Context: an optimization exercise on an open-source flow, tuned for small area, a short achievable clock period and few clock cycles. The choices shown serve that exercise and are no tape-out recipe. The RTL was checked by simulation tests, not by an equivalence proof against the original design. No activity file was given, so power comes from the tool's default toggle rates.

exp/ember:
// stupid_NN_layer1
module stupid_NN_layer1(
input clk,
input reset_n,
input waitrequest,
input ready,
input readdatavalid,
input [15:0] readdata,
output chipselect,
output [1:0] byteenable,
output reg done,
output reg read_n,
output reg write_n,
output reg [15:0] writedata,
output [31:0] address
);
localparam [16:0] WB  = 17'h0E249;      
localparam [7:0]  PBH = 8'h52;          
localparam [7:0]  PLH = 8'h83;          
localparam [9:0]  NB  = 10'h151;        
localparam [9:0]  NE  = 10'h151 + 10'd198;
assign chipselect = 1'b1;
assign byteenable = 2'b11;
reg st_boot, st_idle, st_p, st_w, st_wr, st_done;
reg kc;                
reg rq, wq, dr, dr3;
reg wa_done, wb_done;  
reg [16:0] wa;         
reg [7:0]  ph;         
reg [9:0]  na;         
reg [1:0]  ret;        
reg [2:0]  out;        
reg [3:0]  msk;        
reg [4:0]  p0, p1;     
reg pv;                
reg pn;                
reg hd;                
reg [13:0] r0, r1;     
reg [5:0]  ta;         
reg [5:0]  sk;         
reg        skv;
reg        wclr;       
reg [23:1] ad;         
reg wi_q, wn_q;        
wire adv   = (rq | wq) & ~waitrequest;    
wire acc_r = rq & ~waitrequest;
wire rdv   = readdatavalid;
  ...
Size: ~130 flip-flops, about 75 I/O pins, ~7000 sq um of cells after synthesis.
Settings: LEC_CHECK=0, ABC_CLOCK_PERIOD_IN_PS=2000, CAP_MARGIN=20, CORE_MARGIN=2, CORE_UTILIZATION=40, CTS_BUF_LIST=sky130_fd_sc_hd__clkbuf_4 sky130_fd_sc_hd__clkbuf_8, CTS_CLUSTER_DIAMETER=100, CTS_CLUSTER_SIZE=30, PLACE_DENSITY=0.8, SETUP_SLACK_MARGIN=3.0, SLEW_MARGIN=20; clock period 5.0 ns.
standard.sh (not shown) runs the stock make flow with config.mk's settings and CLKGATE_MAP_FILE= SYNTH_SCRIPT=/design/flow/synth_recipe.tcl, a recipe that flattens the netlist after the stock synthesis.
==> flow/flow/run.sh <==
#!/bin/bash
set -e
export BUFFER_PORTS_ARGS="-buffer_cell sky130_fd_sc_hd__buf_2"
export CTS_ARGS="-sink_clustering_enable -repair_clock_nets -sink_clustering_size 30 -sink_clustering_max_diameter 100 -buf_list {sky130_fd_sc_hd__clkbuf_4 sky130_fd_sc_hd__clkbuf_8} -dont_use_dummy_load"
bash standard.sh > standard.log 2>&1
Testbench counts of exp/ember, summed over its fixed seeds: cycles 1,434,329.
Input changes introduced in exp/zinc (baseline for comparison: exp/ember):
- swapping 0.8 for 0.75 in PLACE_DENSITY
--- a/flow/flow/run.sh
+++ b/flow/flow/run.sh
@@ -3 +3 @@
-export BUFFER_PORTS_ARGS="-buffer_cell sky130_fd_sc_hd__buf_2"
+export BUFFER_PORTS_ARGS="-buffer_cell sky130_fd_sc_hd__buf_1"
Findings:
All of exp/zinc and exp/ember finish clean. Re area growth from synthesis to layout: exp/zinc and exp/ember aren't equal, and the higher value belongs to exp/ember. Looking at final design instance area without fill, exp/zinc sits about 0.4% below exp/ember. Core utilization: exp/zinc lower than exp/ember. Per the comparison of exp/zinc with exp/ember, global-route usage fell by 0.79 points; final critical delay including setup and external delays rose by 0.012 ns. exp/ember leaves more setup margin than exp/zinc.
Input-level comparison between exp/amber and exp/zinc:
- a deleted PLACE_DENSITY that had been 0.75
--- a/flow/flow/run.sh
+++ b/flow/flow/run.sh
@@ -3 +3 @@
-export BUFFER_PORTS_ARGS="-buffer_cell sky130_fd_sc_hd__buf_1"
+export BUFFER_PORTS_ARGS="-buffer_cell sky130_fd_sc_hd__buf_2"
[summary]
- Sort exp/zinc and exp/amber by via count desc -> top: exp/zinc
- As far as total power of the final layout is concerned, exp/zinc and exp/amber perform about the same.
- There was hardly any difference in internal power consumption between exp/zinc and exp/amber.
- exp/amber ends up with a wire length on met3 that is 6.6% higher than in exp/zinc.
- Any difference in clock skew between exp/amber and exp/zinc is small enough to ignore.
What exp/willow does differently from exp/amber at the input level:
- putting PLACE_DENSITY at 0.75 where nothing was set
[summary]
The overall power of the completed layout was comparable across exp/amber and exp/willow. On portion of the layout cell area used by clock cells, exp/amber and exp/willow are basically level. [compare] base=exp/amber new=exp/willow: overall routed net length lower, overall global routing resource usage lower, final hold violation count roughly the same, global-route wire length before repair lower.


stupid_NN_layer1, a different RTL version from the one above (not shown whole).
Size: roughly 800 cells after synthesis, ~130 flip-flops, roughly 0.0070 sq mm of cells after synthesis.
clock: 5.0 ns
lec_check: 0
abc_clock_period_in_ps: 2000
cap_margin: 20
core_margin: 2
core_utilization: 40
cts_buf_list: sky130_fd_sc_hd__clkbuf_4 sky130_fd_sc_hd__clkbuf_8
cts_cluster_diameter: 100
cts_cluster_size: 30
setup_slack_margin: 3.0
slew_margin: 20
==> flow/flow/run.sh <==
#!/bin/bash
set -e
export BUFFER_PORTS_ARGS="-buffer_cell sky130_fd_sc_hd__buf_2"
export CTS_ARGS="-sink_clustering_enable -repair_clock_nets -sink_clustering_size 30 -sink_clustering_max_diameter 100 -buf_list {sky130_fd_sc_hd__clkbuf_4} -dont_use_dummy_load"
bash standard.sh > standard.log 2>&1
Testbench counts at the start, summed over its fixed seeds: cycles 1,434,329.
Rerun with:
==> flow/flow/run.sh (replaced) <==
#!/bin/bash
set -e
export BUFFER_PORTS_ARGS="-buffer_cell sky130_fd_sc_hd__buf_2"
export CTS_ARGS="-sink_clustering_enable -repair_clock_nets -sink_clustering_size 30 -sink_clustering_max_diameter 100 -buf_list {sky130_fd_sc_hd__clkbuf_4 sky130_fd_sc_hd__clkbuf_8} -dont_use_dummy_load"
bash standard.sh > standard.log 2>&1
Settings changed: PLACE_DENSITY set to 0.85.
=>
- The new run finished with timing, DRC and antenna clean
- synthesized cell count is unchanged
- routed wire length came out higher by a few percent
- non-clock buffer count is lower by 6
- setup slack gets better by 0.057 ns
- cell count decreases slightly
- clock-buffer cell count does not change
Rerun with:
==> flow/flow/run.sh (replaced) <==
#!/bin/bash
set -e
export BUFFER_PORTS_ARGS="-buffer_cell sky130_fd_sc_hd__buf_2"
export CTS_ARGS="-sink_clustering_enable -repair_clock_nets -sink_clustering_size 30 -sink_clustering_max_diameter 100 -buf_list {sky130_fd_sc_hd__clkbuf_8 sky130_fd_sc_hd__clkbuf_16} -dont_use_dummy_load"
bash standard.sh > standard.log 2>&1
Settings changed: PLACE_DENSITY 0.85 to 0.75.
Global-route usage barely changes.
Synthesized cell count does not change.
Register-to-register slack got worse by 0.07 ns.
Critical path depth came out higher by 6.
Worst setup slack got worse by 0.017 ns.
Area after synthesis is unchanged.
Rerun with:
==> flow/flow/run.sh (replaced) <==
#!/bin/bash
set -e
export BUFFER_PORTS_ARGS="-buffer_cell sky130_fd_sc_hd__buf_2"
export CTS_ARGS="-sink_clustering_enable -repair_clock_nets -sink_clustering_size 30 -sink_clustering_max_diameter 100 -buf_list {sky130_fd_sc_hd__clkbuf_4 sky130_fd_sc_hd__clkbuf_8} -dont_use_dummy_load"
bash standard.sh > standard.log 2>&1
Settings changed: CORE_UTILIZATION 40 to 45, PLACE_DENSITY 0.75 to 0.7.
=>
- clock power came out lower by a quarter to a third
- clock skew came out higher by 0.0082 ns
- hold slack gets better by 0.018 ns
- wire length came out lower by a few percent
- combinational power is about the same
- first-iteration DRC count came out lower by about a fifth
- synthesized area does not change
- count of clock-buffer cells in the layout stays the same
- design area came out lower by a few percent
- final cell count came out lower slightly


Another version of the RTL of stupid_NN_layer1 (not shown whole).
Size: about 770 cells after synthesis, roughly 150 flip-flops.
export LEC_CHECK = 0
export ABC_CLOCK_PERIOD_IN_PS = 2000
export CAP_MARGIN = 20
export CORE_MARGIN = 2
export CORE_UTILIZATION = 40
export CTS_BUF_LIST = sky130_fd_sc_hd__clkbuf_4 sky130_fd_sc_hd__clkbuf_8
export CTS_CLUSTER_DIAMETER = 100
export CTS_CLUSTER_SIZE = 30
export SETUP_SLACK_MARGIN = 3.3
export SLEW_MARGIN = 20
create_clock -name core_clock -period 5.0 [get_ports {clk}]
==> flow/flow/run.sh <==
#!/bin/bash
set -e
export BUFFER_PORTS_ARGS="-buffer_cell sky130_fd_sc_hd__buf_2"
export CTS_ARGS="-sink_clustering_enable -repair_clock_nets -sink_clustering_size 30 -sink_clustering_max_diameter 100 -buf_list {sky130_fd_sc_hd__clkbuf_4 sky130_fd_sc_hd__clkbuf_8} -dont_use_dummy_load"
bash standard.sh > standard.log 2>&1
Testbench counts at the start, summed over its fixed seeds: cycles 1,436,315.
Next try:
SETUP_SLACK_MARGIN = 3.0   (was 3.3)
- The changed run passed the timing, DRC and antenna checks
- setup slack gets better by 0.0035 ns
- worst hold slack gets better by 0.029 ns
- final area drops by 15%
Next try:
==> flow/flow/run.sh (replaced) <==
#!/bin/bash
set -e
export BUFFER_PORTS_ARGS="-buffer_cell sky130_fd_sc_hd__buf_2"
bash standard.sh > standard.log 2>&1
First-iteration DRC count rose by 13%. Clock-buffer cell count does not change. Non-clock buffer count increases by 3. Sequential power stays flat. Worst hold slack is better by 0.0033 ns. Maximum frequency drops by 1.8%.
Next try:
==> flow/flow/run.sh (replaced) <==
#!/bin/bash
set -e
export BUFFER_PORTS_ARGS="-buffer_cell sky130_fd_sc_hd__buf_2"
export CTS_ARGS="-sink_clustering_enable -repair_clock_nets -sink_clustering_size 30 -sink_clustering_max_diameter 100 -buf_list {sky130_fd_sc_hd__clkbuf_4 sky130_fd_sc_hd__clkbuf_8} -dont_use_dummy_load"
bash standard.sh > standard.log 2>&1
CORE_UTILIZATION = 60   (was 40)
Wire length fell by a few percent.
Global-route usage went up by 8.3 points.
Area after synthesis does not change.
Setup slack improves by 0.0078 ns.
Die area goes down by a quarter to a third.
Design area falls by a few percent.
Power came out lower by roughly a tenth.


The RTL this note starts from:
==> flow/design.v <==
module stupid_NN_layer1(
input clk,
input reset_n,
input waitrequest,
input ready,
input readdatavalid,
input [15:0] readdata,
output chipselect,
output [1:0] byteenable,
output reg done,
output reg read_n,
output reg write_n,
output reg [15:0] writedata,
output [31:0] address
);
localparam [16:0] WB  = 17'h0E249;      
localparam [7:0]  PBH = 8'h52;          
localparam [7:0]  PLH = 8'h83;          
localparam [9:0]  NB  = 10'h151;        
localparam [9:0]  NE  = 10'h151 + 10'd198;
assign chipselect = 1'b1;
assign byteenable = 2'b11;
reg st_boot, st_idle, st_p, st_w, st_wr, st_done;
reg kc;                
reg rq, wq, dr, dr3;
reg wa_done, wb_done;  
reg [16:0] wa;         
reg [7:0]  ph;         
reg [9:0]  na;         
reg [1:0]  ret;        
reg [2:0]  out;        
reg [3:0]  msk;        
reg [4:0]  p0, p1;     
reg pv;                
reg pn;                
reg hd;                
reg [13:0] r0, r1;     
reg [5:0]  ta;         
reg [5:0]  sk;         
reg        skv;
reg        wclr;       
reg [23:1] ad;         
reg wi_q, wn_q;        
wire adv   = (rq | wq) & ~waitrequest;    
wire acc_r = rq & ~waitrequest;
wire rdv   = readdatavalid;
wire timer_end = wa[16] & wa[15] & wa[10] & wa[9] & wa[7] & wa[5];  
wire start = st_idle & ready;
wire node_end = (ph == PLH) & (wa[1:0] == 2'd0);
wire last_pair = (na == NE);
wire cap = out[2] & out[1];
wire pair_done = st_wr & (hd ? wa_done : wb_done);   
wire a_p  = (st_w & kc & ~node_end) | (pair_done & ~last_pair);
wire a_w  = st_p | (st_w & ~kc);
wire a_wr = (st_w & kc & node_end) | (st_wr & ~pair_done);
wire a_done = pair_done & last_pair;
wire [16:0] wa_inc = wa + 17'd1;
wire [16:0] wa_nx  = wa + 17'd196;
wire [7:0]  ph_inc = ph + 8'd1;
wire [9:0]  na_inc = na + 10'd1;
wire [23:1] ad_nx = st_p ? {6'h3C, wi_q ? wa_inc : wn_q ? wa_nx : wa} :
                    (st_w & ~kc) ? {6'h3C, wa_nx} :
                    {13'h0050, (wa[1:0] == 2'd3) ? ph_inc : ph, wa_inc[1:0]};
always @(posedge clk) begin
  if (!reset_n) begin
    st_boot <= 1'b1; st_idle <= 1'b0; st_p <= 1'b0; st_w <= 1'b0; kc <= 1'b0;
    st_wr <= 1'b0; st_done <= 1'b0; rq <= 1'b0; wq <= 1'b0;
    dr <= 1'b0; dr3 <= 1'b0; wa_done <= 1'b0; wb_done <= 1'b0;
    wi_q <= 1'b0; wn_q <= 1'b0;
  end else begin
    st_boot <= st_boot & ~timer_end;
    wi_q <= adv & st_w & kc;
    wn_q <= adv & pair_done;
    st_idle <= (st_idle & ~ready) | (st_done & ~ready) | (st_boot & timer_end);
    st_done <= ready & (adv ? a_done : st_done);
    st_p  <= start | (adv ? a_p : st_p);
    st_w  <= adv ? a_w : st_w;
    kc    <= adv ? st_w & ~kc : kc;
    st_wr <= adv ? a_wr : st_wr;
    rq <= start | (adv ? (a_p | a_w) & ~cap : (st_p | st_w) & ~cap);
    dr <= st_wr & (out == 3'd0);
    dr3 <= st_wr & dr;
    wq <= (adv ? a_wr : st_wr) & dr3 & (hd ? ~wa_done : ~wb_done) & ~(adv & pair_done);
    if (adv & st_wr & ~pair_done) begin
      if (hd) wb_done <= 1'b1; else wa_done <= 1'b1;
    end else if (adv & pair_done) begin
      wa_done <= 1'b0; wb_done <= 1'b0;
    end
  end
end
always @(posedge clk) begin
  if (!reset_n) wa <= 17'd0;
  else if (st_idle) wa <= WB;
  else if (st_boot | wi_q) wa <= wa_inc;
  else if (wn_q) wa <= wa_nx;
  if (st_idle | (wi_q & node_end)) ph <= PBH;
  else if (wi_q & (wa[1:0] == 2'd3)) ph <= ph_inc;
  if (st_idle) na <= NB;
  else if (wn_q) na <= na + 10'd2;
  if (st_idle | (adv & pair_done)) ad <= {13'h0050, PBH, 2'b01};
  else if (st_wr) ad <= {13'h0026, hd ? na : na_inc};
  else if (adv) ad <= ad_nx;
  if (st_idle) ret <= 2'd0;
  else if (rdv) ret <= {ret == 2'd1, ret == 2'd0};
  if (st_boot | st_idle) out <= 3'd0;
  else if (rdv) out <= acc_r ? out : out - 3'd1;
  else out <= acc_r ? out + 3'd1 : out;
end
wire [15:0] ml = readdata & {{4{msk[3]}}, {4{msk[2]}}, {4{msk[1]}}, {4{msk[0]}}};
always @(posedge clk) if (rdv && ret == 2'd0)
  msk <= {|readdata[15:12], |readdata[11:8], |readdata[7:4], |readdata[3:0]};
always @(posedge clk) begin
  p0 <= {ml[3], ml[3:0]} + {ml[7], ml[7:4]};
  p1 <= {ml[11], ml[11:8]} + {ml[15], ml[15:12]};
  pv <= rdv & (ret != 2'd0);
  pn <= ret[1];
end
wire [5:0] term = {p0[4], p0} + {p1[4], p1};
always @(posedge clk) begin
  if (!reset_n) begin hd <= 1'b0; skv <= 1'b0; wclr <= 1'b0; end
  else begin hd <= ~hd; skv <= pv & (skv | (pn == hd)); wclr <= st_wr & adv; end
  sk <= term;
  ta <= skv ? sk : (pv & (pn != hd)) ? term : 6'd0;
  r0 <= wclr ? 14'd0 : r1;
  r1 <= st_boot ? 14'd0 : r0 + {{8{ta[5]}}, ta};
end
always @(*) begin
  done = st_done;
  read_n = ~rq;
  write_n = ~wq;
  writedata = {{2{r0[13]}}, r0};
end
assign address = {8'd0, ad, 1'b0};
endmodule
==> flow/config.mk <==
export PLATFORM = sky130hd
export DESIGN_NAME = stupid_NN_layer1
export DESIGN_NICKNAME = stupid_NN_layer1
export VERILOG_FILES = /design/flow/design.v
export SDC_FILE = /design/flow/constraint.sdc
export NUM_CORES = 4
export LEC_CHECK = 0
export ABC_CLOCK_PERIOD_IN_PS = 2000
export CAP_MARGIN = 20
export CORE_MARGIN = 2
export CORE_UTILIZATION = 40
export CTS_BUF_LIST = sky130_fd_sc_hd__clkbuf_4 sky130_fd_sc_hd__clkbuf_8
export CTS_CLUSTER_DIAMETER = 100
export CTS_CLUSTER_SIZE = 30
export PLACE_DENSITY = 0.75
export SETUP_SLACK_MARGIN = 3.0
export SLEW_MARGIN = 20
==> flow/constraint.sdc <==
create_clock -name core_clock -period 5.0 [get_ports {clk}]
set_input_delay 1.0000 -clock core_clock [delete_from_list [all_inputs] [get_ports {clk}]]
set_output_delay 1.0000 -clock core_clock [all_outputs]
set_load 0.01 [all_outputs]
==> flow/flow/run.sh <==
#!/bin/bash
set -e
export BUFFER_PORTS_ARGS="-buffer_cell sky130_fd_sc_hd__buf_2"
export CTS_ARGS="-sink_clustering_enable -repair_clock_nets -sink_clustering_size 30 -sink_clustering_max_diameter 100 -buf_list {sky130_fd_sc_hd__clkbuf_4 sky130_fd_sc_hd__clkbuf_8} -dont_use_dummy_load"
bash standard.sh > standard.log 2>&1
Testbench counts at the start, summed over its fixed seeds: cycles 1,434,329.
Edit:
--- a/flow/config.mk
+++ b/flow/config.mk
@@ -16 +16 @@
-export SETUP_SLACK_MARGIN = 3.0
+export SETUP_SLACK_MARGIN = 3.1
Design area came out higher by roughly a tenth.
Wire length came out higher by a little under a tenth.
Hold slack improved by 0.019 ns.
Final cell count came out higher by a few percent.
Worst setup slack got worse by 0.0058 ns.
Sequential cell count is unchanged.
Via count came out higher by a few percent.
Edit:
--- a/flow/config.mk
+++ b/flow/config.mk
@@ -7,0 +8 @@
+export ABC_AREA = 1
@@ -16 +17 @@
-export SETUP_SLACK_MARGIN = 3.1
+export SETUP_SLACK_MARGIN = 3.0
After rerunning: The new run ran to the end with no violations; worst setup slack gets better by 0.0082 ns; via count grows by 14%; clock skew goes up by 0.0037 ns; first-iteration DRC count came out higher by 82%; routed wire length is higher by 4.3%; power came out higher by 6.3%; design area shrinks by 8.0%; critical path depth decreases by 6; maximum frequency came out higher by 0.41%.

## port drivers added, routing unchanged
How much do the figures lean on ideal ports? The routed layouts below were timed once more, with nothing changed but the port constraints. Step 1 assumes that a clkbuf_16 drives the clock port and a buf_2 every other input. Step 2 also shifts input and output timing later by t, the mid clock arrival at the registers, as if the neighbouring blocks saw the same clock. Slacks: ideal / step 1 / step 2; pairs: ideal / step 1.
run | shift t [ns] | setup slack, ns | worst setup path at the end | worst data-port slew with drivers (ns)
exp/ember | 0.473 | 2.866 / 2.866 / 2.620 | input to register | 0.05
exp/zinc | 0.490 | 2.854 / 2.854 / 2.589 | input to register | 0.05
exp/amber | 0.467 | 2.847 / 2.847 / 2.625 | input to register | 0.06
exp/willow | 0.466 | 2.860 / 2.860 / 2.609 | input to register | 0.05
the first run of note 2 | 0.559 | 2.932 / 2.897 / 2.501 | input to register | 0.03
the second run of note 2 | 0.467 | 2.990 / 2.958 / 2.653 | input to register | 0.06
the third run of note 2 | 0.452 | 2.973 / 2.961 / 2.614 | input to register | 0.05
the fourth run of note 2 | 0.479 | 3.017 / 3.000 / 2.668 | input to register | 0.05
the first run of note 3 | 0.480 | 2.971 / 2.933 / 2.527 | input to register | 0.06
the second run of note 3 | 0.480 | 2.974 / 2.935 / 2.513 | input to register | 0.03
the third run of note 3 | 0.489 | 2.937 / 2.925 / 2.480 | input to register | 0.04
the fourth run of note 3 | 0.469 | 2.945 / 2.941 / 2.472 | input to register | 0.05
the first run of note 4 | 0.465 | 3.017 / 3.011 / 2.622 | input to register | 0.05
the second run of note 4 | 0.461 | 3.011 / 3.009 / 2.678 | input to register | 0.05
the third run of note 4 | 0.468 | 3.019 / 2.985 / 2.591 | input to register | 0.05
After both steps every run listed still meets setup and hold. For the fourth run of note 3, which loses most, drivers alone change the setup slack by -0.004 ns; drivers and shift together by -0.473 ns.
